Source: an optimization exercise on an open RTL-to-GDS flow (aim: small area). Production flows keep margins and buffers that such runs may drop. Where RTL was checked, it was by simulation tests only, not by an equivalence proof against the original. Function not checked in run 1: the RTL went through the layout flow alone. No run shown here takes its clock network from TritonCTS; it comes from the design's own scripts or RTL. The clock port is modelled as an ideal driver, which makes a skipped or thinned clock tree look cheaper than it is; a real chip needs a root buffer or a tree. Power figures rest on the tool's default switching activity, not on a simulated workload.

## flow/design.v

```verilog
module FabUART(
    input         clk,
    input         reset,
    input         uart_txrdy,
    input         uart_rxrdy,
    input         rx_val_i,
    input         rx_lock_i,
    input         rx_error_i,
    input         crc_error_i,
    input         payload_err_i,
    input  [7:0]  uart_data_in,
    input  [15:0] tx_words_in,
    input  [15:0] rx_words_in,
    input         start_test,
    output        uart_wen,
    output        uart_oen,
    output        start_o,
    output        clear_o,
    output        payload_err_o,
    output        crc_err_o,
    output        connect_o,
    output [7:0]  uart_data_out
);
reg       uart_wen_t, uart_oen_t;
reg       start_t, clear_t, payload_err_t, crc_err_t, connect_t;
reg [7:0] uart_data_out_t;
reg       stat;
reg [3:0] pos;
wire      busy = !(&pos);
wire      scan = pos[3];
wire [7:0] c = uart_data_in;
wire cmd_start = c == 8'h61;
wire cmd_scan  = c == 8'h62;
wire cmd_stop  = c == 8'h63;
wire cmd_stat  = c == 8'h64;
wire cmd_pset  = c == 8'h65;
wire cmd_pclr  = c == 8'h66;
wire cmd_conn  = c == 8'h67;
wire cmd_cset  = c == 8'h68;
wire cmd_cclr  = c == 8'h69;
wire cmd_ack   = c == 8'h02 || c == 8'h03;
wire known = cmd_start | cmd_scan | cmd_stop | cmd_stat | cmd_pset | cmd_pclr |
             cmd_conn | cmd_cset | cmd_cclr | cmd_ack;
wire take = !busy & uart_rxrdy;
wire send = busy & !pos[0] & uart_txrdy;
wire adv  = busy & (pos[0] == uart_txrdy);
wire last = stat ? (pos == 4'd10) : (pos[2:0] == 3'd5);
wire [2:0] k = stat ? pos[3:1] : {1'b0, pos[2:1]};
wire hold  = !send;
wire s_06  = send &  stat & (k == 3'd0);
wire s_sts = send &  stat & (k == 3'd1);
wire s_n0  = send &  stat & (k == 3'd2);
wire s_n1  = send &  stat & (k == 3'd3);
wire s_n2  = send &  stat & (k == 3'd4);
wire s_n3  = send &  stat & (k == 3'd5);
wire s_c0  = send & !stat & (k == 3'd0);
wire s_c2  = send & !stat & (k == 3'd2);
wire [7:0] status = {3'b000, rx_val_i, rx_error_i, rx_lock_i, crc_error_i, payload_err_i};
wire [7:0] data_next =
    ({8{hold}}  & uart_data_out_t) |
    ({8{s_06}}  & 8'h06) |
    ({8{s_sts}} & status) |
    ({8{s_n0}}  & {rx_words_in[3:0],   tx_words_in[3:0]}) |
    ({8{s_n1}}  & {rx_words_in[7:4],   tx_words_in[7:4]}) |
    ({8{s_n2}}  & {rx_words_in[11:8],  tx_words_in[11:8]}) |
    ({8{s_n3}}  & {rx_words_in[15:12], tx_words_in[15:12]}) |
    ({8{s_c0}}  & (scan ? 8'h04 : 8'h09)) |
    ({8{s_c2}}  & (scan ? 8'h0E : 8'h0F));
always @(posedge clk, negedge reset)
  if (!reset) begin
    uart_wen_t      <= 1'b1;
    uart_oen_t      <= 1'b1;
    uart_data_out_t <= 8'h00;
    start_t         <= 1'b0;
    clear_t         <= 1'b0;
    connect_t       <= 1'b0;
    payload_err_t   <= 1'b0;
    crc_err_t       <= 1'b0;
    stat            <= 1'b0;
    pos             <= 4'd15;
  end else begin
    uart_wen_t <= !send;
    uart_data_out_t <= data_next;
    uart_oen_t <= busy | !uart_rxrdy | (!known & uart_oen_t);
    if (take) begin
      if (cmd_start)                          start_t <= 1'b1;
      if (cmd_stop)                           start_t <= 1'b0;
      if (cmd_start | cmd_pclr | cmd_cclr)    clear_t <= 1'b1;
      if (cmd_stat | !known)                  clear_t <= 1'b0;
      if (cmd_pset)                           payload_err_t <= 1'b1;
      if (cmd_pclr | !known)                  payload_err_t <= 1'b0;
      if (cmd_cset)                           crc_err_t <= 1'b1;
      if (cmd_cclr | !known)                  crc_err_t <= 1'b0;
      if (cmd_conn)                           connect_t <= 1'b1;
      if (cmd_stat | cmd_scan | cmd_conn) begin
        stat <= cmd_stat;
        pos  <= cmd_scan ? 4'd8 : 4'd0;
      end
    end else if (adv) begin
      if (last) begin
        stat <= 1'b0;
        pos  <= 4'd15;
      end else
        pos <= pos + 4'd1;
    end
  end
assign uart_data_out = uart_data_out_t;
assign start_o       = start_t | start_test;
assign uart_wen      = uart_wen_t;
assign uart_oen      = uart_oen_t;
assign clear_o       = clear_t;
assign payload_err_o = payload_err_t;
assign crc_err_o     = crc_err_t;
assign connect_o     = connect_t;
endmodule
module Count_Checker(
    input         clk_i,
    input         reset_n_i,
    input  [31:0] data_i,
    input         start_i,
    input         rx_val_in,
    input         usr_data_valid_i,
    input         clear_i,
    input         crc_error_result_i,
    output        rx_val_o,
    output        lock_o,
    output        error_o,
    output        crc_error_o,
    output [31:0] data_tx_o,
    output [31:0] data_rx_o
);
wire v = usr_data_valid_i;
reg  [31:0] s_data;
reg         s_pend;
reg         s_zero;
reg         start_count;
wire [32:0] cy;
assign cy[0] = s_pend;
genvar gi;
generate for (gi=0; gi<32; gi=gi+1) begin : g
  assign cy[gi+1] = cy[gi] & s_data[gi];
end endgenerate
wire [31:0] s_now = s_data ^ cy[31:0];
always @(posedge clk_i) begin
  s_data <= (v & !start_count) ? data_i : s_now;
  s_pend <= v & start_count;
end
reg  [31:0] s_data_in;
reg         s_in_ok;
always @(posedge clk_i)
  s_data_in <= data_i;
reg  [31:0] s_data_in_d;
reg  [31:0] data_rx_o_reg;
reg         s_lock, s_error, s_crc_error, s_rx_val;
reg  [1:0]  count, crc_count;
always @(posedge clk_i, negedge reset_n_i)
  if (!reset_n_i) begin
    s_zero      <= 1'b1;
    start_count <= 1'b0;
    s_in_ok     <= 1'b0;
  end else begin
    s_zero      <= !start_i | (s_zero & !v);
    start_count <= start_i & v;
    s_in_ok     <= start_i;
  end
always @(posedge clk_i, negedge reset_n_i)
  if (!reset_n_i)
    s_data_in_d <= 32'h0;
  else if (!start_i)
    s_data_in_d <= 32'h0;
  else if (v)
    s_data_in_d <= s_in_ok ? s_data_in : 32'h0;
always @(posedge clk_i, negedge reset_n_i)
  if (!reset_n_i)
    data_rx_o_reg <= 32'h0;
  else if (v)
    data_rx_o_reg <= s_zero ? 32'h0 : s_now;
wire match = (s_data_in_d == data_rx_o_reg);
always @(posedge clk_i, negedge reset_n_i)
  if (!reset_n_i) begin
    s_lock  <= 1'b0;
    s_error <= 1'b0;
    count   <= 2'b00;
  end else if (!start_i) begin
    s_lock  <= 1'b0;
    s_error <= 1'b1;
    count   <= 2'b00;
  end else if (!v) begin
    count   <= 2'b00;
  end else begin
    count   <= count + 2'b01;
    if (count == 2'b11) begin
      s_lock  <= match;
      s_error <= !match;
    end
  end
always @(posedge clk_i, negedge reset_n_i)
  if (!reset_n_i) begin
    s_crc_error <= 1'b0;
    crc_count   <= 2'b00;
  end else if (!start_i) begin
    s_crc_error <= 1'b0;
  end else if (v) begin
    if (crc_error_result_i)
      crc_count <= crc_count + 2'b01;
    else if (crc_count == 2'b11)
      crc_count <= 2'b00;
    if (clear_i)
      s_crc_error <= 1'b0;
    else if (crc_count == 2'b10)
      s_crc_error <= 1'b1;
  end
always @(posedge clk_i, negedge reset_n_i)
  if (!reset_n_i)
    s_rx_val <= 1'b0;
  else
    s_rx_val <= start_i & rx_val_in;
assign lock_o      = s_lock;
assign data_tx_o   = s_data_in_d;
assign rx_val_o    = s_rx_val;
assign error_o     = clear_i ? 1'b0 : s_error;
assign crc_error_o = clear_i ? 1'b0 : s_crc_error;
assign data_rx_o   = data_rx_o_reg;
endmodule
module link_test_ctrl(
    input         clk,
    input         reset_n,               
    input         uart_txrdy,
    input         uart_rxrdy,
    input  [7:0]  uart_data_in,
    output        uart_wen,
    output        uart_oen,
    output [7:0]  uart_data_out,
    input         start_test,
    input  [31:0] rx_data_i,
    input         rx_usr_data_valid_i,
    input         rx_val_in,
    input         rx_crc_error_i,
    output        start_o,
    output        clear_o,
    output        payload_err_o,
    output        crc_err_o,
    output        connect_o,
    output        rx_val_o,
    output        lock_o,
    output        error_o,
    output        crc_error_o,
    output [31:0] data_tx_o,
    output [31:0] data_rx_o
);
FabUART u_uart(
    .clk           (clk),
    .reset         (reset_n),
    .uart_txrdy    (uart_txrdy),
    .uart_rxrdy    (uart_rxrdy),
    .rx_val_i      (rx_val_o),
    .rx_lock_i     (lock_o),
    .rx_error_i    (error_o),
    .crc_error_i   (crc_error_o),
    .payload_err_i (error_o),
    .uart_data_in  (uart_data_in),
    .tx_words_in   (data_rx_o[15:0]),
    .rx_words_in   (data_tx_o[15:0]),
    .start_test    (start_test),
    .uart_wen      (uart_wen),
    .uart_oen      (uart_oen),
    .start_o       (start_o),
    .clear_o       (clear_o),
    .payload_err_o (payload_err_o),
    .crc_err_o     (crc_err_o),
    .connect_o     (connect_o),
    .uart_data_out (uart_data_out)
);
Count_Checker u_check(
    .clk_i              (clk),
    .reset_n_i          (reset_n),
    .data_i             (rx_data_i),
    .start_i            (start_o),
    .rx_val_in          (rx_val_in),
    .usr_data_valid_i   (rx_usr_data_valid_i),
    .clear_i            (clear_o),
    .crc_error_result_i (rx_crc_error_i),
    .rx_val_o           (rx_val_o),
    .lock_o             (lock_o),
    .error_o            (error_o),
    .crc_error_o        (crc_error_o),
    .data_tx_o          (data_tx_o),
    .data_rx_o          (data_rx_o)
);
endmodule
```

## flow/flow/run.sh

```bash
#!/bin/bash
# Layout flow: the standard flow (standard.sh) with three changes.
# - Synthesis is the standard flow's own script (synth_recipe.tcl, run by ORFS's synth.tcl
#   unchanged), except that its one ABC call gets an area-oriented script
#   (flow/abc_area_map.script). Registers are mapped by dfflibmap before
#   ABC runs, so they are the standard synthesis's, with the same names.
#   ADDER_MAP_FILE is empty, so adders are left to ABC rather than mapped to
#   half/full adder cells first.
# - Port buffers are sky130_fd_sc_hd__buf_1.
# - The clock tree is built by flow/clock_tree.tcl (sourced by ORFS's cts.tcl
#   as PRE_CTS_TCL) instead of TritonCTS: a root buffer and ten leaf buffers,
#   each leaf driving a group of nearby flip-flops.
# Every tool's full output goes to the ORFS logs and to flow_*.log here.
set -euo pipefail
WD=$(pwd)
{
  cat <<EOF
proc abc {args} {
  set i [lsearch -exact \$args -script]
  if {\$i >= 0} { lset args [expr {\$i + 1}] $WD/flow/abc_area_map.script }
  yosys abc {*}\$args
}
EOF
  cat synth_recipe.tcl
} > my_synth.tcl
sed "s#SYNTH_SCRIPT=[^ ]*#SYNTH_SCRIPT=$WD/my_synth.tcl#" standard.sh > my_standard.sh
grep -q "SYNTH_SCRIPT=$WD/my_synth.tcl" my_standard.sh
export ADDER_MAP_FILE=
export BUFFER_PORTS_ARGS="-buffer_cell sky130_fd_sc_hd__buf_1"
export PRE_CTS_TCL=$WD/flow/clock_tree.tcl
export CLK_TREE_GROUPS=10
export CLK_TREE_LEAF=sky130_fd_sc_hd__clkbuf_8
export CLK_TREE_ROOT=sky130_fd_sc_hd__clkbuf_8
bash my_standard.sh synth > flow_synth.log 2>&1
bash my_standard.sh > flow_layout.log 2>&1
```

## flow/flow/abc_area_map.script

```
strash
dc2
dch -f
amap -m -F 4 -A 10
```

## flow/flow/clock_tree.tcl

```tcl
# Clock tree of two levels, built in place of clock_tree_synthesis (sourced
# as PRE_CTS_TCL by ORFS's cts.tcl, which then legalizes, repairs timing and
# writes the result as usual).
# The flip-flops are split by position into CLK_TREE_GROUPS groups of near
# equal size (recursive bisection along the longer side); each group gets a
# leaf clock buffer at its centre. The clock port drives one root buffer at
# the centre of the leaves, which drives every leaf.

proc ct_split {ids xs ys k} {
  # split the sinks ids into k groups; returns a list of groups
  if {$k <= 1} { return [list $ids] }
  set minx 1e30; set maxx -1e30; set miny 1e30; set maxy -1e30
  foreach i $ids {
    set x [lindex $xs $i]; set y [lindex $ys $i]
    if {$x < $minx} {set minx $x}; if {$x > $maxx} {set maxx $x}
    if {$y < $miny} {set miny $y}; if {$y > $maxy} {set maxy $y}
  }
  set key [expr {($maxx - $minx) >= ($maxy - $miny) ? "x" : "y"}]
  set pairs {}
  foreach i $ids {
    lappend pairs [list $i [expr {$key eq "x" ? [lindex $xs $i] : [lindex $ys $i]}]]
  }
  set sorted [lsort -real -index 1 $pairs]
  set k1 [expr {$k / 2}]
  set n [llength $ids]
  set n1 [expr {int(round(double($n) * $k1 / $k))}]
  set a {}; set b {}
  set j 0
  foreach p $sorted {
    if {$j < $n1} { lappend a [lindex $p 0] } else { lappend b [lindex $p 0] }
    incr j
  }
  return [concat [ct_split $a $xs $ys $k1] [ct_split $b $xs $ys [expr {$k - $k1}]]]
}

proc ct_build {} {
  set K $::env(CLK_TREE_GROUPS)
  set leafcell $::env(CLK_TREE_LEAF)
  set rootcell $::env(CLK_TREE_ROOT)
  set block [ord::get_db_block]
  set db [ord::get_db]
  set clknet [$block findNet clk]
  set sinks {}
  foreach it [$clknet getITerms] {
    if {[$it isInputSignal]} { lappend sinks $it }
  }
  set n [llength $sinks]
  set xs {}; set ys {}; set ids {}
  set i 0
  foreach it $sinks {
    set bb [[$it getInst] getBBox]
    lappend xs [expr {([$bb xMin] + [$bb xMax]) / 2.0}]
    lappend ys [expr {([$bb yMin] + [$bb yMax]) / 2.0}]
    lappend ids $i
    incr i
  }
  set groups [ct_split $ids $xs $ys $K]

  set rootnet [odb::dbNet_create $block "clk_root"]
  $rootnet setSigType CLOCK
  set rinst [odb::dbInst_create $block [$db findMaster $rootcell] "clkbuf_root"]
  [$rinst findITerm A] connect $clknet
  [$rinst findITerm X] connect $rootnet

  set lmaster [$db findMaster $leafcell]
  set g 0
  set rx 0.0; set ry 0.0
  foreach grp $groups {
    set sx 0.0; set sy 0.0
    foreach i $grp { set sx [expr {$sx + [lindex $xs $i]}]; set sy [expr {$sy + [lindex $ys $i]}] }
    set cx [expr {$sx / [llength $grp]}]; set cy [expr {$sy / [llength $grp]}]
    set rx [expr {$rx + $cx / $K}]; set ry [expr {$ry + $cy / $K}]
    set inst [odb::dbInst_create $block $lmaster "clkbuf_leaf_$g"]
    set net [odb::dbNet_create $block "clk_leaf_$g"]
    $net setSigType CLOCK
    [$inst findITerm A] connect $rootnet
    [$inst findITerm X] connect $net
    $inst setLocation [expr {int($cx)}] [expr {int($cy)}]
    $inst setPlacementStatus PLACED
    foreach i $grp {
      set it [lindex $sinks $i]
      $it disconnect
      $it connect $net
    }
    puts "clock tree: leaf $g ($leafcell) at [expr {int($cx)}] [expr {int($cy)}] drives [llength $grp] flip-flops"
    incr g
  }
  $rinst setLocation [expr {int($rx)}] [expr {int($ry)}]
  $rinst setPlacementStatus PLACED
  puts "clock tree: root ($rootcell) at [expr {int($rx)}] [expr {int($ry)}] drives $K leaf buffers"
}

ct_build
set_propagated_clock [all_clocks]
# cts.tcl's own clock_tree_synthesis call becomes a no-op: the tree is built
rename clock_tree_synthesis orfs_clock_tree_synthesis_unused
proc clock_tree_synthesis {args} {
  puts "clock_tree_synthesis skipped: flow/clock_tree.tcl built the clock tree"
}
```

## flow/standard.sh

```bash
#!/bin/bash
# synth_recipe.tcl (not shown) runs the flow's synth.tcl, then flattens the netlist and writes it again
# the make line also repeats each setting of config.mk as NAME=value (left out here)
make -C /OpenROAD-flow-scripts/flow DESIGN_CONFIG=/design/flow/config.mk WORK_HOME=/design/flow/orfs CLKGATE_MAP_FILE= SYNTH_SCRIPT=/design/flow/synth_recipe.tcl "${@:-finish}"
```

## flow/config.mk

```make
export PLATFORM = sky130hd
export DESIGN_NAME = link_test_ctrl
export DESIGN_NICKNAME = link_test_ctrl
export VERILOG_FILES = /design/flow/design.v
export SDC_FILE = /design/flow/constraint.sdc
export NUM_CORES = 4
export LEC_CHECK = 0
export CAP_MARGIN = 20
export CORE_MARGIN = 2
export CORE_UTILIZATION = 55
export PLACE_DENSITY = 0.7
export SLEW_MARGIN = 20
```

## flow/constraint.sdc

```tcl
create_clock -name core_clock -period 8.0 [get_ports {clk}]
set_input_delay 1.6000 -clock core_clock [delete_from_list [all_inputs] [get_ports {clk}]]
set_output_delay 1.6000 -clock core_clock [all_outputs]
set_load 0.01 [all_outputs]
```

==> metrics.cfg, run 1 <==
[finish]
n_fill_cell=952
fin_nets=830
final_cells=920
syn_to_final_growth_pct=14.4
drive_gt1_share_pct=3.85
diodes=0

[setup_path]
regToRegStartpoint=u_check.s_data[0]
cp-end-kind=flop
crit_type=flop to flop
r2r_slack_ps=2510
rr_endpoint=u_check.data_rx_o_reg[31]
slowest_stage=dfxtp_1
path_common_cell=nand2_1
required_ps=8320
critical_path.max_stage_delay_ps=320
start_kind=flop
cp_data_arrival_time_ps=5810
reg2reg_depth=64
worstPathMaxFanout=3

[timing]
fin_worst_skew_ps=9.85
rsz0062_at_grt=no
setup_viol=0
slew_viol_final=0
tightest_slew_ps=1020
fin_crit_ps=5490
max_freq_mhz=182
tns_ps=0
hold_viol=0
slew_headroom_pct=29.9
whs_ps=465
fin_crit_sh_pct=68.6

[floorplan]
fp.dieW_um=110
rows=38
design.core.area_mm2=0.0109
pin_count=131
fp.dieH_um=110
die_area_mm2=0.0120
start_util_pct=56.4

[synthesis]
synth_ff_type=dfrtp_1
synth.largest_area_cell=dfrtp_1
synthArstFlopShare_pct=59.4
synth_nets=679
synth_edf_count=0
synth.distinct_cells=36
netlist_area_mm2=0.00614
synth_common_cells=dfrtp_1, clkinv_1, nor2_1
ys.warnings.count=2
avgSynthCellArea_um2=9.74
ys_ff_latch=160
synth.top_cell.area_share_pct=35.8
synthCells=631
netlist_top_cells_area=dfrtp_1, dfxtp_1, clkinv_1, o21ai_0, nor2_1
yosysSeqAreaShare_pct=60.0
yosysMostFrequentCell=dfrtp_1

[grt]
grt_antenna_before_repair=0
grt_max_degree=54
grt_pass1_wl_mm=26.9
grt_pass1_vias=5250
grt.total_usage_pct=28.3
grt_overflow=0

[job]
maxCapViolations=0

[hold_path]
hold_class=flop to flop
hp-start=u_uart.connect_t
hold_depth=1
whs_endpoint=u_uart.connect_t

[detailed_routing]
ant_nets=0
vias=5420
wl_per_cell_um=18.1
finalWirelength_mm=16.7
drtPass1Iterations=5
drc=0
viasPerCell=5.89
drt_iter0_drc=560

[power_and_ir_drop]
peakVddDrop_uv=153
p_per_area_mw_per_mm2=237
leakage_nw=2.82

[clocking]
insertion_delay_ps=430
postCtsHoldBufs=0
postCtsSetupRepairBufs=0
cts_resized=0
clk_pin_slew_ps=100

[placement]
place_congestion=0.931
dp.cells=909
io_buffers=130
place_hpwl_mm=11.9

[run_status]
run_status=timing/DRC/antenna clean

==> metal layers <==
| metal | global-route usage, % | routed length (um) |
|---|---|---|
| met1 | 39.7 | 7110 |
| met3 | 4.39 | 1420 |
| met5 | 0 | 0 |
| met2 | 47.2 | 7890 |
| met4 | 5.15 | 238 |
==> final cells by class <==
| cell class | count | area (um2) | area share [%] |
|---|---|---|---|
| Multi-Input combinational cell | 385 | 2140 | 30.4 |
| Inverter | 86 | 323 | 4.59 |
| Timing Repair Buffer | 138 | 552 | 7.85 |
| Buffer | 11 | 151 | 2.15 |
| Sequential cell | 160 | 3690 | 52.5 |
| Tap cell | 140 | 175 | 2.49 |
==> power breakdown <==
| part | internal (mW) | switching [mW] | total, mW |
|---|---|---|---|
| Clock | 0.124 | 0.239 | 0.363 |
| Combinational | 0.119 | 0.216 | 0.335 |
| Sequential | 0.901 | 0.0686 | 0.970 |
| Total | 1.14 | 0.524 | 1.67 |
==> cells in the final DEF, fill, tap and decap left out, types with 3 or more instances in the layout <==
master,instances
buf_4,8
nor4_1,4
nor3_1,10
o21ai_0,61
a22oi_1,5
nand2_1,56
nand4_1,3
dfstp_2,7
clkbuf_8,11
o22a_1,3
dfxtp_1,65
o211ai_1,3
o221ai_1,7
o22ai_1,32
a21oi_1,49
nand3_1,13
nor2b_1,3
a32o_1,23
nor2_1,69
clkinv_1,86
a221oi_1,5
a222oi_1,8
buf_1,129
dfrtp_1,88
or2_0,4
a2111oi_0,4
==> logic make-up after synthesis <==
kind of cell	after synthesis	synth area share, %
flops	160	60.0
compound gates	213	22.7
buf+inv	86	5.25
simple gates	172	12.0
==> through the flow <==
step                setup WS (ps)  power [mW]  cell area, um2  utilization [%]
floorplan                    3120        1.18            6140                -
global placement             2760        1.31            6880             63.2
detailed placement           2560        1.32            6880             63.2
CTS                          2520        1.67            7030             64.5
global route                 1220        1.76            7030             64.5
finish                       2510        1.67            7030             64.5
==> worst max path at each step <==
stage | slack [ps] | from | endpoint | cells after the start
floorplan | 3120 | u_check.s_data[0] | u_check.s_data[31] | 64
global placement | 2760 | u_check.s_data[0] | u_check.data_rx_o_reg[31] | 64
detailed placement | 2560 | u_check.s_data[0] | u_check.data_rx_o_reg[31] | 64
CTS | 2520 | u_check.s_data[0] | u_check.data_rx_o_reg[31] | 64
global route | 1220 | u_check.s_data[0] | u_check.data_rx_o_reg[31] | 64
finish | 2510 | u_check.s_data[0] | u_check.data_rx_o_reg[31] | 64
==> worst max-delay path: cells and delay by family (launching register included) <==
family / cells / cell delay [ps]
flops: 1 / 320
simple gates: 32 / 2670
compound gates: 2 / 240
buf+inv: 30 / 2160
==> inputs of run 2 (changes only) <==
--- a/flow/design.v
+++ b/flow/design.v
@@ -26,7 +26,7 @@
 reg [7:0] uart_data_out_t;
 reg       stat;
 reg [3:0] pos;
-wire      busy = !(&pos);
+wire      busy = |pos;
 wire      scan = pos[3];
 wire [7:0] c = uart_data_in;
 wire cmd_start = c == 8'h61;
@@ -42,19 +42,19 @@
 wire known = cmd_start | cmd_scan | cmd_stop | cmd_stat | cmd_pset | cmd_pclr |
              cmd_conn | cmd_cset | cmd_cclr | cmd_ack;
 wire take = !busy & uart_rxrdy;
-wire send = busy & !pos[0] & uart_txrdy;
-wire adv  = busy & (pos[0] == uart_txrdy);
-wire last = stat ? (pos == 4'd10) : (pos[2:0] == 3'd5);
-wire [2:0] k = stat ? pos[3:1] : {1'b0, pos[2:1]};
+wire send = pos[0] & uart_txrdy;
+wire adv  = busy & (pos[0] != uart_txrdy);
+wire last = stat ? (pos[3] & pos[1] & pos[0]) : (pos[2] & pos[1] & !pos[0]);
 wire hold  = !send;
-wire s_06  = send &  stat & (k == 3'd0);
-wire s_sts = send &  stat & (k == 3'd1);
-wire s_n0  = send &  stat & (k == 3'd2);
-wire s_n1  = send &  stat & (k == 3'd3);
-wire s_n2  = send &  stat & (k == 3'd4);
-wire s_n3  = send &  stat & (k == 3'd5);
-wire s_c0  = send & !stat & (k == 3'd0);
-wire s_c2  = send & !stat & (k == 3'd2);
+wire s_06  = send &  stat & !pos[3] & !pos[2] & !pos[1];
+wire s_sts = send &  stat & !pos[3] & !pos[2] &  pos[1];
+wire s_nib = send &  stat & (pos[3] | pos[2]);
+wire s_n0  = s_nib & !pos[3] & !pos[1];
+wire s_n1  = s_nib & !pos[3] &  pos[1];
+wire s_n2  = s_nib &  pos[3] & !pos[1];
+wire s_n3  = s_nib &  pos[3] &  pos[1];
+wire s_c0  = send & !stat & !pos[2] & !pos[1];
+wire s_c2  = send & !stat &  pos[2];
 wire [7:0] status = {3'b000, rx_val_i, rx_error_i, rx_lock_i, crc_error_i, payload_err_i};
 wire [7:0] data_next =
     ({8{hold}}  & uart_data_out_t) |
@@ -77,7 +77,7 @@
     payload_err_t   <= 1'b0;
     crc_err_t       <= 1'b0;
     stat            <= 1'b0;
-    pos             <= 4'd15;
+    pos             <= 4'd0;
   end else begin
     uart_wen_t <= !send;
     uart_data_out_t <= data_next;
@@ -94,12 +94,12 @@
       if (cmd_conn)                           connect_t <= 1'b1;
       if (cmd_stat | cmd_scan | cmd_conn) begin
         stat <= cmd_stat;
-        pos  <= cmd_scan ? 4'd8 : 4'd0;
+        pos  <= cmd_scan ? 4'd9 : 4'd1;
       end
     end else if (adv) begin
       if (last) begin
         stat <= 1'b0;
-        pos  <= 4'd15;
+        pos  <= 4'd0;
       end else
         pos <= pos + 4'd1;
     end
==> run 2 against run 1 <==
Compared with the run above:
- cell area shrank 0.46%
- synthesized cell count shrank 2.1%
- combinational power shrank 2%
- synthesized area shrank 0.53%
- fmax shrank 0.76%
- sequential power grew 0.8%
- critical path depth is the same
- hold slack gained 5.3 ps
==> metrics.cfg, run 2 <==
[synthesis]
avgSynthCellArea_um2=9.89  ; was 9.74 um2
synth.top_cell.area_share_pct=37.7  ; was 35.8%
synthCells=618  ; was 631
synth.distinct_cells=37  ; was 36
netlist_area_mm2=0.00611  ; was 0.00614 mm2
yosysMostFrequentCell=dfrtp_1  ; unchanged
netlist_top_cells_area=dfrtp_1, dfxtp_1, a32o_1, clkinv_1, nor2_1  ; was dfrtp_1, dfxtp_1, clkinv_1, o21ai_0, nor2_1
synth_common_cells=dfrtp_1, clkinv_1, nor2_1  ; unchanged
synth_ff_type=dfrtp_1  ; unchanged
ys_ff_latch=160  ; unchanged
yosysSeqAreaShare_pct=60.2  ; was 60.0%
synth.largest_area_cell=dfrtp_1  ; unchanged
synthArstFlopShare_pct=59.4  ; unchanged
ys.warnings.count=2  ; unchanged
synth_nets=666  ; was 679
synth_edf_count=0  ; unchanged

[finish]
final_cell_mix=buf_1, dfrtp_1, clkinv_1  ; unchanged
multi_input_area_mm2=0.00214  ; about the same
regArea_mm2=0.00368  ; was 0.00369 mm2
diodes=0  ; unchanged
postLayoutCellArea_mm2=0.00700  ; was 0.00703 mm2
syn_to_final_growth_pct=14.5  ; was 14.4%
final_common_cell=buf_1  ; unchanged
fin_nets=817  ; was 830
n_fill_cell=900  ; was 952
drive_gt1_share_pct=3.39  ; was 3.85%

[placement]
place_congestion=0.959  ; was 0.931
placed_area_mm2=0.00684  ; was 0.00688 mm2
place_hpwl_mm=11.9  ; about the same
io_buffers=130  ; unchanged

[setup_path]
crit_family=simple AND/OR/NAND/NOR gates  ; unchanged
regToRegStartpoint=u_check.s_data[0]  ; unchanged
crit_type=flop to flop  ; unchanged
cp-end-kind=flop  ; unchanged
slowest_stage=dfxtp_1  ; unchanged
cp_data_arrival_time_ps=5830  ; was 5810 ps
path_common_cell=nand2_1  ; unchanged
crit_buf_inv=30  ; unchanged
start_kind=flop  ; unchanged
required_ps=8290  ; was 8320 ps
critical_path.max_stage_delay_ps=320  ; about the same
worstPathMaxFanout=3  ; unchanged
cp-startpoint=u_check.s_data[0]  ; unchanged

[detailed_routing]
vias=5440  ; was 5420
drc=0  ; unchanged
finalWirelength_mm=16.6  ; was 16.7 mm
drtPass1Iterations=9  ; was 5
drt_iter0_drc=511  ; was 560
viasPerCell=6.00  ; was 5.89
wl_per_cell_um=18.3  ; was 18.1 um
ant_nets=0  ; unchanged

[floorplan]
fp.dieW_um=109  ; was 110 um
start_util_pct=56.4  ; about the same
rows=38  ; unchanged
die_area_mm2=0.0120  ; about the same
fp.dieH_um=109  ; was 110 um
pin_count=131  ; unchanged
design.core.area_mm2=0.0108  ; was 0.0109 mm2

[timing]
fin_worst_skew_ps=13.6  ; was 9.85 ps
rsz0062_at_grt=no  ; unchanged
hold_viol=0  ; unchanged
max_freq_mhz=181  ; was 182 MHz
slew_headroom_pct=48.0  ; was 29.9%
setup_viol=0  ; unchanged
whs_ps=470  ; was 465 ps
tns_ps=0  ; unchanged
fin_crit_sh_pct=69.2  ; was 68.6%
fin_crit_ps=5530  ; was 5490 ps
tightest_slew_ps=780  ; was 1020 ps
slew_viol_final=0  ; unchanged

[grt]
grt_overflow=0  ; unchanged
grt_pass1_vias=5049  ; was 5250
grt_antenna_before_repair=0  ; unchanged
grt_max_degree=56  ; was 54
grt_pass1_wl_mm=25.4  ; was 26.9 mm
grt.total_usage_pct=27.2  ; was 28.3%

[clocking]
insertion_delay_ps=420  ; was 430 ps
clk_pin_slew_ps=100  ; about the same
postCtsSetupRepairBufs=0  ; unchanged
postCtsHoldBufs=0  ; unchanged
cts_resized=0  ; unchanged

[power_and_ir_drop]
total_power_mw=1.66  ; was 1.67 mW
p_per_area_mw_per_mm2=238  ; was 237 mW/mm2
peakVddDrop_uv=157  ; was 153 uV
leakage_nw=2.79  ; was 2.82 nW

[job]
maxCapViolations=0  ; unchanged

[run_status]
run_status=timing/DRC/antenna clean  ; unchanged

[hold_path]
hp-start=u_check.count[0]  ; was u_uart.connect_t
hold_class=flop to flop  ; unchanged

run 2: worst paths after layout:
kind	slack (ps)	endpoint	cells after the start
setup / recovery	2470	u_check.data_rx_o_reg[31]	64
hold / removal	470	u_check.count[0]	1
setup reg to reg	2470	u_check.data_rx_o_reg[31]	64
hold reg to reg	470	u_check.count[0]	1
max in group asynchronous	5690	u_check.data_rx_o_reg[31]	2
min in group asynchronous	1200	u_check.crc_count[1]	1
run 2: layout make-up:
type                    instances  share of cell area [%]
repair buffers                138                    7.89
inverters                      78                    4.19
multi-input cells             380                    30.6
well taps                     140                    2.50
plain buffers                  11                    2.16
flip-flops and latches        160                    52.6
run 2: through the flow:
stage	utilization, %	instances	worst slack [ps]
floorplan	-	618	3110
global placement	63.1	896	2720
detailed placement	63.1	896	2510
CTS	64.5	907	2470
global route	64.5	907	1450
finish	64.5	907	2470
run 2: power by group:
part           total, mW  switching [mW]  internal, mW
clock network      0.359           0.235         0.124
registers          0.978          0.0822         0.896
logic              0.327           0.213         0.114
run 2: cells by family after synthesis:
| kind of cell | Yosys count | share of synthesized area (%) |
|---|---|---|
| AND/OR/NAND/NOR | 176 | 12.4 |
| flip-flops | 160 | 60.2 |
| AO/OA/AOI/OAI | 204 | 22.6 |
| buffers and inverters | 78 | 4.79 |
run 2: metal layers:
metal / track usage (%) / share of wire (%) / up-vias
met2: 46.6 / 48 / 226
met4: 6.78 / 3.0 / 0
met1: 36.6 / 42 / 2621
met5: 0 / 0 / -
met3: 3.73 / 7.7 / 39
li1: - / - / 2554
==> inputs of run 3 (changes only) <==
--- a/flow/flow/run.sh
+++ b/flow/flow/run.sh
@@ -30,6 +30,6 @@
 export PRE_CTS_TCL=$WD/flow/clock_tree.tcl
 export CLK_TREE_GROUPS=10
 export CLK_TREE_LEAF=sky130_fd_sc_hd__clkbuf_8
-export CLK_TREE_ROOT=sky130_fd_sc_hd__clkbuf_8
+export CLK_TREE_ROOT=sky130_fd_sc_hd__clkbuf_4
 bash my_standard.sh synth > flow_synth.log 2>&1
 bash my_standard.sh > flow_layout.log 2>&1
==> flow/config.mk (replaced) <==
export PLATFORM = sky130hd
export DESIGN_NAME = link_test_ctrl
export DESIGN_NICKNAME = link_test_ctrl
export VERILOG_FILES = /design/flow/design.v
export SDC_FILE = /design/flow/constraint.sdc
export NUM_CORES = 4
export LEC_CHECK = 0
export CAP_MARGIN = 10
export CORE_MARGIN = 2
export CORE_UTILIZATION = 65
export PLACE_DENSITY = 0.75
export SLEW_MARGIN = 10
==> run 3 against run 2 <==
Compared with the run above:
- sequential power is essentially flat
- clock skew about the same
- core utilization is 11 points higher
- largest cell class unchanged
==> metrics.cfg, run 3 <==
[finish]
final_cells=877  ; was 907
drive_gt1_share_pct=3.39  ; about the same
syn_to_final_growth_pct=14.0  ; was 14.5%
diodes=0  ; unchanged
final_cell_mix=buf_1, dfrtp_1, clkinv_1  ; unchanged
postLayoutCellArea_mm2=0.00697  ; was 0.00700 mm2
final_common_cell=buf_1  ; unchanged
fin_nets=816  ; was 817
final_util_pct=75.8  ; was 64.5%

[detailed_routing]
vias=5499  ; was 5440
routed.top_layer=met4  ; unchanged
wl_met3_mm=1.70  ; was 1.28 mm
viasPerCell=6.27  ; was 6.00
ant_nets=0  ; unchanged
wl_met1_mm=6.63  ; was 6.95 mm
finalWirelength_mm=16.6  ; about the same
drc=0  ; unchanged
drt_iter0_drc=444  ; was 511
drtPass1Iterations=6  ; was 9
wl_met2_mm=7.89  ; was 7.90 mm
wl_per_cell_um=18.9  ; was 18.3 um

[synthesis]
avgSynthCellArea_um2=9.89  ; unchanged
synth_nets=666  ; unchanged
netlist_area_mm2=0.00611  ; unchanged
synth_common_cells=dfrtp_1, clkinv_1, nor2_1  ; unchanged
ys.warnings.count=2  ; unchanged
synthArstFlopShare_pct=59.4  ; unchanged
synth.distinct_cells=37  ; unchanged
netlist_top_cells_area=dfrtp_1, dfxtp_1, a32o_1, clkinv_1, nor2_1  ; unchanged
yosysMostFrequentCell=dfrtp_1  ; unchanged
synth_ff_type=dfrtp_1  ; unchanged
synthCells=618  ; unchanged
synth.largest_area_cell=dfrtp_1  ; unchanged
ys_ff_latch=160  ; unchanged
synth_edf_count=0  ; unchanged
synth.top_cell.area_share_pct=37.7  ; unchanged
yosysSeqAreaShare_pct=60.2  ; unchanged

[power_and_ir_drop]
p_comb_share_pct=19.8  ; was 19.7%
seq_power_share_pct=59.2  ; was 58.8%
leakage_nw=2.79  ; about the same
peakVddDrop_uv=167  ; was 157 uV
switchingPower_uw=527  ; was 531 uW
p_per_area_mw_per_mm2=238  ; about the same
pwr-share-clk_pct=21.0  ; was 21.6%
p_int_mw=1.13  ; about the same
switching_share_pct=31.9  ; about the same

[grt]
grt_pass1_wl_mm=26.4  ; was 25.4 mm
grt.total_usage_pct=32.6  ; was 27.2%
grt_antenna_before_repair=0  ; unchanged
grt_overflow=0  ; unchanged
grt_max_degree=65  ; was 56
grt_pass1_vias=5350  ; was 5049

[setup_path]
slowest_stage=dfxtp_1  ; unchanged
crit_buf_inv=30  ; unchanged
required_ps=8400  ; was 8290 ps
cp_data_arrival_time_ps=6090  ; was 5830 ps
start_kind=flop  ; unchanged
crit_family=simple AND/OR/NAND/NOR gates  ; unchanged
critical_path.max_stage_delay_ps=330  ; was 320 ps
crit_type=flop to flop  ; unchanged
cp-end-kind=flop  ; unchanged
path_common_cell=nand2_1  ; unchanged
worstPathMaxFanout=3  ; unchanged

[clocking]
clk_pin_slew_ps=100  ; about the same
cts_resized=0  ; unchanged
postCtsSetupRepairBufs=0  ; unchanged
insertion_delay_ps=530  ; was 420 ps
postCtsHoldBufs=0  ; unchanged

[timing]
fin_crit_sh_pct=71.2  ; was 69.2%
tightest_slew_ps=737  ; was 780 ps
fin_crit_ps=5690  ; was 5530 ps
slew_headroom_pct=50.9  ; was 48.0%
tns_ps=0  ; unchanged
setup_viol=0  ; unchanged
slew_viol_final=0  ; unchanged
rsz0062_at_grt=no  ; unchanged
hold_viol=0  ; unchanged
whs_ps=479  ; was 470 ps
max_freq_mhz=176  ; was 181 MHz
fin_worst_skew_ps=13.5  ; was 13.6 ps

[placement]
io_buffers=130  ; unchanged
dp.cells=865  ; was 896
place_hpwl_mm=11.7  ; was 11.9 mm
place_congestion=0.970  ; was 0.959
placed_area_mm2=0.00679  ; was 0.00684 mm2

[floorplan]
die_area_mm2=0.0102  ; was 0.0120 mm2
fp.dieH_um=101  ; was 109 um
start_util_pct=66.5  ; was 56.4%
pin_count=131  ; unchanged
rows=35  ; was 38
design.core.area_mm2=0.00920  ; was 0.0108 mm2
fp.dieW_um=101  ; was 109 um

[run_status]
run_status=timing/DRC/antenna clean  ; unchanged

[hold_path]
hold_class=flop to flop  ; unchanged

[job]
maxCapViolations=0  ; unchanged

==> run 3: power by group through the flow <==
stage | combinational [mW] | clock, mW | sequential, mW
2_1_floorplan | 0.186 | 0 | 0.990
3_3_place_gp | 0.314 | 0 | 0.988
3_5_place_dp | 0.320 | 0 | 0.993
4_1_cts | 0.322 | 0.350 | 0.977
5_1_grt | 0.363 | 0.376 | 0.990
6_report | 0.327 | 0.348 | 0.980
==> run 3: cells by family (layout without fill, tap and decap cells) <==
logic type	Yosys count	in the layout	share of synthesized area [%]
and+or+nand+nor	176	176	12.4
DFF	160	160	60.2
AOI/OAI and AO/OA	204	204	22.6
buffers and inverters	78	226	4.79
==> run 3: final timing paths <==
check,from,to,slack [ps],cells after the start
hold reg to reg,u_uart.uart_oen_t,u_uart.uart_oen_t,480,2
min in group asynchronous,reset_n,u_uart.connect_t,1080,1
max in group asynchronous,reset_n,u_check.s_in_ok,5730,2
setup reg to reg,u_check.s_data[0],u_check.data_rx_o_reg[31],2310,64
hold / removal,u_uart.uart_oen_t,u_uart.uart_oen_t,480,2
setup / recovery,u_check.s_data[0],u_check.data_rx_o_reg[31],2310,64
==> run 3: per-layer routing <==
| layer | global-route usage (%) | vias up |
|---|---|---|
| met5 | 0 | - |
| met4 | 7.48 | 0 |
| met3 | 6.03 | 32 |
| met2 | 55.3 | 291 |
| met1 | 44.2 | 2627 |
| li1 | - | 2549 |
==> run 3: worst min-delay path: stages, from the launching register on <==
cell and delay (ps):
dfstp_2 380, clkinv_1 30, o21ai_0 70
==> run 3: layout make-up <==
type / count / area (um2)
flip-flops and latches: 160 / 3680
fillers: 709 / 2230
multi-input cells: 380 / 2140
repair buffers: 137 / 564
inverters: 78 / 293
plain buffers: 11 / 145
well taps: 111 / 139
==> run 3: through the flow <==
step | worst slack (ps) | power (mW)
2_1_floorplan | 3110 | 1.18
3_3_place_gp | 2720 | 1.30
3_5_place_dp | 2410 | 1.31
4_1_cts | 2340 | 1.65
5_1_grt | 1120 | 1.73
6_report | 2310 | 1.66
==> inputs of run 4 (changes only) <==
--- a/flow/design.v
+++ b/flow/design.v
@@ -135,14 +135,10 @@
 reg         s_zero;
 reg         start_count;
 wire [32:0] cy;
+wire [31:0] s_next, t_next, r_next, eqb;
 assign cy[0] = s_pend;
-genvar gi;
-generate for (gi=0; gi<32; gi=gi+1) begin : g
-  assign cy[gi+1] = cy[gi] & s_data[gi];
-end endgenerate
-wire [31:0] s_now = s_data ^ cy[31:0];
 always @(posedge clk_i) begin
-  s_data <= (v & !start_count) ? data_i : s_now;
+  s_data <= s_next;
   s_pend <= v & start_count;
 end
 reg  [31:0] s_data_in;
@@ -163,19 +159,28 @@
     start_count <= start_i & v;
     s_in_ok     <= start_i;
   end
-always @(posedge clk_i, negedge reset_n_i)
-  if (!reset_n_i)
-    s_data_in_d <= 32'h0;
-  else if (!start_i)
-    s_data_in_d <= 32'h0;
-  else if (v)
-    s_data_in_d <= s_in_ok ? s_data_in : 32'h0;
-always @(posedge clk_i, negedge reset_n_i)
-  if (!reset_n_i)
+wire sel_t  = start_i & v & s_in_ok;
+wire hold_t = start_i & !v;
+wire sel_r  = v & !s_zero;
+wire hold_r = !v;
+wire ld     = v & !start_count;
+genvar gi;
+generate for (gi=0; gi<32; gi=gi+1) begin : g_bit
+  Count_Checker_bit u_bit(
+    .d(data_i[gi]), .i(s_data_in[gi]), .t(s_data_in_d[gi]), .r(data_rx_o_reg[gi]),
+    .s(s_data[gi]), .c(cy[gi]), .sel_t(sel_t), .hold_t(hold_t), .sel_r(sel_r),
+    .hold_r(hold_r), .ld(ld), .nld(!ld), .t_next(t_next[gi]), .r_next(r_next[gi]),
+    .s_next(s_next[gi]), .c_next(cy[gi+1]), .eq(eqb[gi]));
+end endgenerate
+always @(posedge clk_i, negedge reset_n_i)
+  if (!reset_n_i) begin
+    s_data_in_d   <= 32'h0;
     data_rx_o_reg <= 32'h0;
-  else if (v)
-    data_rx_o_reg <= s_zero ? 32'h0 : s_now;
-wire match = (s_data_in_d == data_rx_o_reg);
+  end else begin
+    s_data_in_d   <= t_next;
+    data_rx_o_reg <= r_next;
+  end
+wire match = &eqb;
 always @(posedge clk_i, negedge reset_n_i)
   if (!reset_n_i) begin
     s_lock  <= 1'b0;
@@ -221,6 +226,18 @@
 assign error_o     = clear_i ? 1'b0 : s_error;
 assign crc_error_o = clear_i ? 1'b0 : s_crc_error;
 assign data_rx_o   = data_rx_o_reg;
+endmodule
+module Count_Checker_bit(
+    input  d, i, t, r, s, c,
+    input  sel_t, hold_t, sel_r, hold_r, ld, nld,
+    output t_next, r_next, s_next, c_next, eq
+);
+  wire n = s ^ c;
+  assign c_next = s & c;
+  assign t_next = (i & sel_t) | (t & hold_t);
+  assign r_next = (n & sel_r) | (r & hold_r);
+  assign s_next = (d & ld) | (n & nld);
+  assign eq     = !(t ^ r);
 endmodule
 module link_test_ctrl(
     input         clk,
==> flow/flow/run.sh (replaced) <==
#!/bin/bash
set -euo pipefail
WD=$(pwd)
{
  cat <<EOF
proc abc {args} {
  if {![info exists ::ckbit_mapped]} {
    set ::ckbit_mapped 1
    yosys delete Count_Checker_bit
    yosys read_verilog $WD/flow/ckbit_cells.v
    yosys setattr -mod -set keep_hierarchy 1 Count_Checker_bit
  }
  set i [lsearch -exact \$args -script]
  if {\$i >= 0} { lset args [expr {\$i + 1}] $WD/flow/abc_area_map.script }
  yosys abc {*}\$args
}
EOF
  cat synth_recipe.tcl
} > my_synth.tcl
sed "s#SYNTH_SCRIPT=[^ ]*#SYNTH_SCRIPT=$WD/my_synth.tcl#" standard.sh > my_standard.sh
grep -q "SYNTH_SCRIPT=$WD/my_synth.tcl" my_standard.sh
export ADDER_MAP_FILE=
export SYNTH_KEEP_MODULES=Count_Checker_bit
export BUFFER_PORTS_ARGS="-buffer_cell sky130_fd_sc_hd__buf_1"
export PRE_CTS_TCL=$WD/flow/clock_tree.tcl
export CLK_TREE_GROUPS=10
export CLK_TREE_LEAF=sky130_fd_sc_hd__clkbuf_8
export CLK_TREE_ROOT=sky130_fd_sc_hd__clkbuf_4
bash my_standard.sh synth > flow_synth.log 2>&1
bash my_standard.sh > flow_layout.log 2>&1
==> flow/flow/ckbit_cells.v (new file) <==
// Count_Checker_bit (rtl/Count_Checker.v) mapped by hand to sky130hd cells.
// flow/run.sh puts this netlist in place of the RTL module before ABC runs.
module Count_Checker_bit(
    input  d, i, t, r, s, c,
    input  sel_t, hold_t, sel_r, hold_r, ld, nld,
    output t_next, r_next, s_next, c_next, eq
);
  wire n;
  sky130_fd_sc_hd__ha_1   u_ha (.A(s), .B(c), .SUM(n), .COUT(c_next));
  sky130_fd_sc_hd__a22o_1 u_t  (.A1(i), .A2(sel_t), .B1(t), .B2(hold_t), .X(t_next));
  sky130_fd_sc_hd__a22o_1 u_r  (.A1(n), .A2(sel_r), .B1(r), .B2(hold_r), .X(r_next));
  sky130_fd_sc_hd__a22o_1 u_s  (.A1(d), .A2(ld), .B1(n), .B2(nld), .X(s_next));
  sky130_fd_sc_hd__xnor2_1 u_eq (.A(t), .B(r), .Y(eq));
endmodule
==> flow/config.mk (replaced) <==
export PLATFORM = sky130hd
export DESIGN_NAME = link_test_ctrl
export DESIGN_NICKNAME = link_test_ctrl
export VERILOG_FILES = /design/flow/design.v
export SDC_FILE = /design/flow/constraint.sdc
export NUM_CORES = 4
export LEC_CHECK = 0
export CAP_MARGIN = 20
export CORE_MARGIN = 2
export CORE_UTILIZATION = 55
export PLACE_DENSITY = 0.7
export SLEW_MARGIN = 20
==> run 4 against run 3 <==
Compared with the run above:
- still clean on timing, DRC and antenna
- synthesized cell count down 23%
- register-to-register slack got worse by 950 ps
- cell count down 13%
- core utilization down 12 points
- sequential share of layout area increased by 0.28 points
==> metrics.cfg, run 4 <==
[run_status]
run_status=timing/DRC/antenna clean  ; unchanged

[setup_path]
path_common_cell=ha_1  ; was nand2_1
cp_data_arrival_time_ps=7060  ; was 6090 ps
cp-end-kind=flop  ; unchanged
crit_type=flop to flop  ; unchanged
critical_path.max_stage_delay_ps=320  ; was 330 ps
cp-startpoint=u_check.s_data[0]  ; unchanged
regToRegStartpoint=u_check.s_data[0]  ; unchanged
slowest_stage=dfxtp_1  ; unchanged
start_kind=flop  ; unchanged
required_ps=8420  ; was 8400 ps
worstPathMaxFanout=2  ; was 3

[synthesis]
synth.distinct_cells=33  ; was 37
yosysMostFrequentCell=a22o_1  ; was dfrtp_1
yosysSeqAreaShare_pct=60.8  ; was 60.2%
synth_edf_count=0  ; unchanged
ys_ff_latch=160  ; unchanged
avgSynthCellArea_um2=12.7  ; was 9.89 um2
netlist_top_cells_area=dfrtp_1, dfxtp_1, a22o_1, ha_1, xnor2_1  ; was dfrtp_1, dfxtp_1, a32o_1, clkinv_1, nor2_1
ys.warnings.count=2  ; unchanged
synth.largest_area_cell=dfrtp_1  ; unchanged
synthCells=475  ; was 618
netlist_area_mm2=0.00606  ; was 0.00611 mm2
synth.top_cell.area_share_pct=38.0  ; was 37.7%
synth_common_cells=a22o_1, dfrtp_1, dfxtp_1  ; was dfrtp_1, clkinv_1, nor2_1
synth_nets=555  ; was 666
synth_ff_type=dfrtp_1  ; unchanged
synthArstFlopShare_pct=59.4  ; unchanged

[floorplan]
pin_count=131  ; unchanged
design.core.area_mm2=0.0108  ; was 0.00920 mm2
fp.dieW_um=109  ; was 101 um
die_area_mm2=0.0119  ; was 0.0102 mm2
fp.dieH_um=109  ; was 101 um
rows=38  ; was 35
start_util_pct=56.1  ; was 66.5%

[grt]
grt_pass1_vias=4502  ; was 5350
grt_max_degree=59  ; was 65
grt.total_usage_pct=25.0  ; was 32.6%
grt_antenna_before_repair=0  ; unchanged
grt_overflow=0  ; unchanged
grt_pass1_wl_mm=23.3  ; was 26.4 mm

[clocking]
postCtsHoldBufs=0  ; unchanged
cts_resized=0  ; unchanged
postCtsSetupRepairBufs=0  ; unchanged
clk_pin_slew_ps=100  ; about the same
insertion_delay_ps=530  ; about the same

[finish]
fin_nets=705  ; was 816
final_cell_mix=buf_1, a22o_1, dfrtp_1  ; was buf_1, dfrtp_1, clkinv_1
n_fill_cell=910  ; was 709
final_common_cell=buf_1  ; unchanged
syn_to_final_growth_pct=14.4  ; was 14.0%
postLayoutCellArea_mm2=0.00693  ; was 0.00697 mm2
diodes=0  ; unchanged
drive_gt1_share_pct=4.01  ; was 3.39%

[timing]
slew_headroom_pct=34.0  ; was 50.9%
tightest_slew_ps=984  ; was 737 ps
fin_crit_sh_pct=83.1  ; was 71.2%
rsz0062_at_grt=no  ; unchanged
max_freq_mhz=150  ; was 176 MHz
setup_viol=0  ; unchanged
slew_viol_final=0  ; unchanged
tns_ps=0  ; unchanged
whs_ps=463  ; was 479 ps
fin_crit_ps=6650  ; was 5690 ps
hold_viol=0  ; unchanged
fin_worst_skew_ps=10.2  ; was 13.5 ps

[placement]
place_hpwl_mm=10.7  ; was 11.7 mm
place_congestion=0.919  ; was 0.970
io_buffers=130  ; unchanged
placed_area_mm2=0.00678  ; was 0.00679 mm2

[detailed_routing]
vias=4575  ; was 5499
finalWirelength_mm=15.1  ; was 16.6 mm
viasPerCell=6.00  ; was 6.27
drt_iter0_drc=371  ; was 444
ant_nets=0  ; unchanged
drtPass1Iterations=7  ; was 6
wl_per_cell_um=19.7  ; was 18.9 um
drc=0  ; unchanged

[job]
maxCapViolations=0  ; unchanged

[power_and_ir_drop]
seq_power_share_pct=59.3  ; was 59.2%
switching_share_pct=30.1  ; was 31.9%
peakVddDrop_uv=118  ; was 167 uV
leakage_nw=3.04  ; was 2.79 nW
pwr-share-clk_pct=21.5  ; was 21.0%
p_int_mw=1.13  ; about the same
p_comb_share_pct=19.2  ; was 19.8%
switchingPower_uw=488  ; was 527 uW
total_power_mw=1.62  ; was 1.66 mW
p_per_area_mw_per_mm2=234  ; was 238 mW/mm2

[hold_path]
hold_class=flop to flop  ; unchanged
hp-start=u_check.s_data_in[9]  ; was u_uart.uart_oen_t

## run 4: final timing paths
path / end / slack (ps) / cells after the start
worst max-delay path: u_check.data_rx_o_reg[31] / 1350 / 33
worst min-delay path: u_check.s_data_in_d[9] / 460 / 1
worst max register to register: u_check.data_rx_o_reg[31] / 1350 / 33
worst min register to register: u_check.s_data_in_d[9] / 460 / 1
max in group asynchronous: u_check.s_data_in_d[20] / 5770 / 2
min in group asynchronous: u_uart.uart_data_out_t[7] / 1080 / 1
## run 4: power by group through the flow
stage | Sequential (mW) | Combinational, mW | Clock, mW
finish | 0.961 | 0.311 | 0.349
floorplan | 0.975 | 0.186 | 0
CTS | 0.960 | 0.311 | 0.357
detailed placement | 0.977 | 0.310 | 0
global route | 0.971 | 0.345 | 0.382
global placement | 0.975 | 0.300 | 0
## run 4: cell families (layout without fill, tap and decap cells)
logic type	Yosys count	after routing	synth area share [%]
compound gates	140	140	19.4
xor+xnor	32	32	4.63
fa+ha+maj	32	32	6.61
buf+inv	24	172	1.49
flops	160	160	60.8
simple gates	87	87	7.07
## run 4: cell type report
cell class                      instances  area, um2  share of cell area (%)
Buffer                                 11        145                    2.09
Inverter                               24       90.1                    1.30
Multi-Input combinational cell        291       2290                    33.1
Sequential cell                       160       3680                    53.2
Tap cell                              140        175                    2.53
Timing Repair Buffer                  137        544                    7.86
## run 4: critical path, delay by kind of cell, from the launching register on
kind	cells	cell delay, ps
flops	1	320
compound gates	1	210
fa+ha+maj	32	6020
## run 4: through the flow
step / cells / worst slack, ps / utilization [%]
2_1_floorplan: 475 / 1790 / -
3_3_place_gp: 752 / 1440 / 62.8
3_5_place_dp: 752 / 1370 / 62.8
4_1_cts: 763 / 1310 / 64.2
5_1_grt: 763 / 1040 / 64.2
6_report: 763 / 1350 / 64.2
## run 4: per-module statistics from Yosys (local to each module, per instance)
| module | area [um2] | flops+latches |
|---|---|---|
| Count_Checker_bit | 47.5 | 0 |
| link_test_ctrl | 4530 | 160 |
## run 4: layer usage
layer / global-route usage [%] / share of wire [%]
met5: 0 / 0
met4: 4.03 / 1.6
met3: 3.65 / 7.2
met2: 42.1 / 48
met1: 35.0 / 43
==> inputs of run 5 (changes only) <==
--- a/flow/flow/run.sh
+++ b/flow/flow/run.sh
@@ -23,7 +23,7 @@
 export SYNTH_KEEP_MODULES=Count_Checker_bit
 export BUFFER_PORTS_ARGS="-buffer_cell sky130_fd_sc_hd__buf_1"
 export PRE_CTS_TCL=$WD/flow/clock_tree.tcl
-export CLK_TREE_GROUPS=10
+export CLK_TREE_GROUPS=9
 export CLK_TREE_LEAF=sky130_fd_sc_hd__clkbuf_8
 export CLK_TREE_ROOT=sky130_fd_sc_hd__clkbuf_4
 bash my_standard.sh synth > flow_synth.log 2>&1
==> run 5 against run 4 <==
Compared with the run above:
- still clean on timing, DRC and antenna
- die area stayed put
- sequential cell count stayed put
- sequential share of layout area is 0.11 points higher
- largest power group unchanged
==> metrics.cfg, run 5 <==
[run_status]
run_status=timing/DRC/antenna clean  ; unchanged

[finish]
final_common_cell=buf_1  ; unchanged
syn_to_final_growth_pct=14.2  ; was 14.4%
n_fill_cell=913  ; was 910
drive_gt1_share_pct=3.86  ; was 4.01%
diodes=0  ; unchanged
final_cell_mix=buf_1, a22o_1, dfrtp_1  ; unchanged
fin_nets=704  ; was 705

[timing]
slew_headroom_pct=36.2  ; was 34.0%
fin_crit_ps=6620  ; was 6650 ps
rsz0062_at_grt=no  ; unchanged
max_freq_mhz=151  ; was 150 MHz
fin_crit_sh_pct=82.8  ; was 83.1%
hold_viol=0  ; unchanged
slew_viol_final=0  ; unchanged
tns_ps=0  ; unchanged
fin_worst_skew_ps=12.2  ; was 10.2 ps
setup_viol=0  ; unchanged
tightest_slew_ps=952  ; was 984 ps

[synthesis]
ys_ff_latch=160  ; unchanged
synthArstFlopShare_pct=59.4  ; unchanged
yosysMostFrequentCell=a22o_1  ; unchanged
netlist_area_mm2=0.00606  ; unchanged
netlist_top_cells_area=dfrtp_1, dfxtp_1, a22o_1, ha_1, xnor2_1  ; unchanged
synth.largest_area_cell=dfrtp_1  ; unchanged
synth_edf_count=0  ; unchanged
ys.warnings.count=2  ; unchanged
yosysSeqAreaShare_pct=60.8  ; unchanged
synth_nets=555  ; unchanged
synthCells=475  ; unchanged
synth.distinct_cells=33  ; unchanged
synth_ff_type=dfrtp_1  ; unchanged
synth.top_cell.area_share_pct=38.0  ; unchanged
avgSynthCellArea_um2=12.7  ; unchanged
synth_common_cells=a22o_1, dfrtp_1, dfxtp_1  ; unchanged

[setup_path]
path_common_cell=ha_1  ; unchanged
critical_path.max_stage_delay_ps=320  ; about the same
required_ps=8410  ; was 8420 ps
crit_type=flop to flop  ; unchanged
start_kind=flop  ; unchanged
slowest_stage=dfxtp_1  ; unchanged
cp_data_arrival_time_ps=7030  ; was 7060 ps
worstPathMaxFanout=2  ; unchanged
cp-end-kind=flop  ; unchanged

[grt]
grt_overflow=0  ; unchanged
grt_pass1_wl_mm=23.4  ; was 23.3 mm
grt.total_usage_pct=25.1  ; was 25.0%
grt_max_degree=59  ; unchanged
grt_pass1_vias=4494  ; was 4502
grt_antenna_before_repair=0  ; unchanged

[floorplan]
die_area_mm2=0.0119  ; unchanged
start_util_pct=56.1  ; unchanged
fp.dieH_um=109  ; unchanged
design.core.area_mm2=0.0108  ; unchanged
rows=38  ; unchanged
fp.dieW_um=109  ; unchanged
pin_count=131  ; unchanged

[job]
maxCapViolations=0  ; unchanged

[detailed_routing]
wl_met3_mm=1.01  ; was 1.09 mm
viasPerCell=6.03  ; was 6.00
ant_nets=0  ; unchanged
wl_per_cell_um=19.7  ; about the same
wl_met1_mm=6.49  ; was 6.43 mm
routed.top_layer=met4  ; unchanged
drt_iter0_drc=341  ; was 371
drtPass1Iterations=5  ; was 7
finalWirelength_mm=15.0  ; was 15.1 mm
vias=4596  ; was 4575
wl_met2_mm=7.22  ; was 7.30 mm
drc=0  ; unchanged

[placement]
place_congestion=0.919  ; unchanged
place_hpwl_mm=10.7  ; unchanged
io_buffers=130  ; unchanged

[hold_path]
hold_class=flop to flop  ; unchanged

[clocking]
cts_resized=0  ; unchanged
postCtsSetupRepairBufs=0  ; unchanged
insertion_delay_ps=510  ; was 530 ps
clk_pin_slew_ps=110  ; was 100 ps
postCtsHoldBufs=0  ; unchanged

[power_and_ir_drop]
total_power_mw=1.61  ; was 1.62 mW
leakage_nw=3.03  ; was 3.04 nW
p_per_area_mw_per_mm2=232  ; was 234 mW/mm2
peakVddDrop_uv=166  ; was 118 uV

==> run 5: changes by cell type in the layout (fill, tap and decap cells not counted) <==
cell | previous run | this run
clkbuf_8 | 10 | 9
==> run 5: kinds of logic (layout without fill, tap and decap cells) <==
| group | Yosys count | count (layout) | synth area share [%] |
|---|---|---|---|
| flip-flops | 160 | 160 | 60.8 |
| adder cells (fa/ha/maj) | 32 | 32 | 6.61 |
| AND/OR/NAND/NOR | 87 | 87 | 7.07 |
| XOR/XNOR | 32 | 32 | 4.63 |
| buffers and inverters | 24 | 171 | 1.49 |
| AO/OA/AOI/OAI | 140 | 140 | 19.4 |
==> run 5: power by group <==
group	leakage [nW]	switching, mW	internal, mW
Combinational	1.15	0.187	0.126
Clock	0.0693	0.226	0.106
Sequential	1.81	0.0715	0.891
==> run 5: routing by layer <==
metal  global-route usage [%]  vias to the layer above
li1                         -                     2092
met1                     35.2                     2296
met2                     41.5                      182
met3                     3.95                       26
met4                     5.13                        0
met5                        0                        -
==> run 5: layout make-up <==
cell class / instances / area (um2) / share of cell area, %
inverters: 24 / 90.1 / 1.30
plain buffers: 10 / 131 / 1.90
flip-flops and latches: 160 / 3680 / 53.3
well taps: 140 / 175 / 2.53
repair buffers: 137 / 544 / 7.87
multi-input cells: 291 / 2290 / 33.1
==> run 5: worst max-delay path: cells and delay by family, from the launching register on <==
| family | cells | cell delay [ps] |
|---|---|---|
| flip-flops | 1 | 320 |
| AO/OA/AOI/OAI | 1 | 210 |
| adder cells (fa/ha/maj) | 32 | 6000 |
==> run 5: worst paths after layout <==
kind,startpoint,end,slack [ps],depth (start not counted)
max in group asynchronous,reset_n,u_uart.payload_err_t,5750,2
worst min-delay path,u_check.s_data_in[11],u_check.s_data_in_d[11],460,1
min in group asynchronous,reset_n,u_check.data_rx_o_reg[10],1100,1
worst min register to register,u_check.s_data_in[11],u_check.s_data_in_d[11],460,1
worst max-delay path,u_check.s_data[0],u_check.data_rx_o_reg[31],1380,33
worst max register to register,u_check.s_data[0],u_check.data_rx_o_reg[31],1380,33
==> run 5: stage by stage <==
stage	instances	utilization (%)	hold WS, ps	instance area, um2	worst slack (ps)
floorplan	475	-	433	6060	1790
global placement	752	62.8	434	6780	1440
detailed placement	752	62.8	441	6780	1370
CTS	762	64.1	467	6910	1320
global route	762	64.1	476	6910	1040
finish	762	64.1	461	6910	1380
==> run 5: Yosys stat by module, one instance, submodules excluded <==
module / times used / area, um2 / cells
link_test_ctrl: 1 / 4530 / 315
Count_Checker_bit: 32 / 47.5 / 5

==> what the ideal ports hide <==
The results above use ideal ports. As a check the final layouts listed here were re-extracted and re-timed, cells and wires unchanged.
Step 1, drivers: a clkbuf_16 drives clk and a buf_2 each remaining input, both assumed.
Step 2, shift: input delay + t, output delay - t, t = (earliest + latest rising clock arrival at the registers) / 2. This alone moves slack from input paths to output paths.
a / b / c = ideal / step 1 / step 2; a / b = the first two.
| run | t, ns | slack for setup (ns) | latest minus earliest clock arrival (ns) | slew at the worst register clock pin (ns) | worst slew at a driven data input, ns |
|---|---|---|---|---|---|
| run 1 | 0.463 | 2.508 / 2.508 / 2.508 | 0.010 / 0.010 | 0.10 / 0.10 | 0.05 |
| run 2 | 0.449 | 2.466 / 2.466 / 2.466 | 0.014 / 0.013 | 0.11 / 0.11 | 0.06 |
| run 3 | 0.554 | 2.308 / 2.308 / 2.308 | 0.014 / 0.013 | 0.11 / 0.11 | 0.05 |
| run 4 | 0.552 | 1.354 / 1.354 / 1.354 | 0.011 / 0.010 | 0.10 / 0.10 | 0.05 |
| run 5 | 0.537 | 1.375 / 1.375 / 1.375 | 0.012 / 0.012 | 0.11 / 0.11 | 0.05 |
After both steps setup and hold are still met in every run listed.
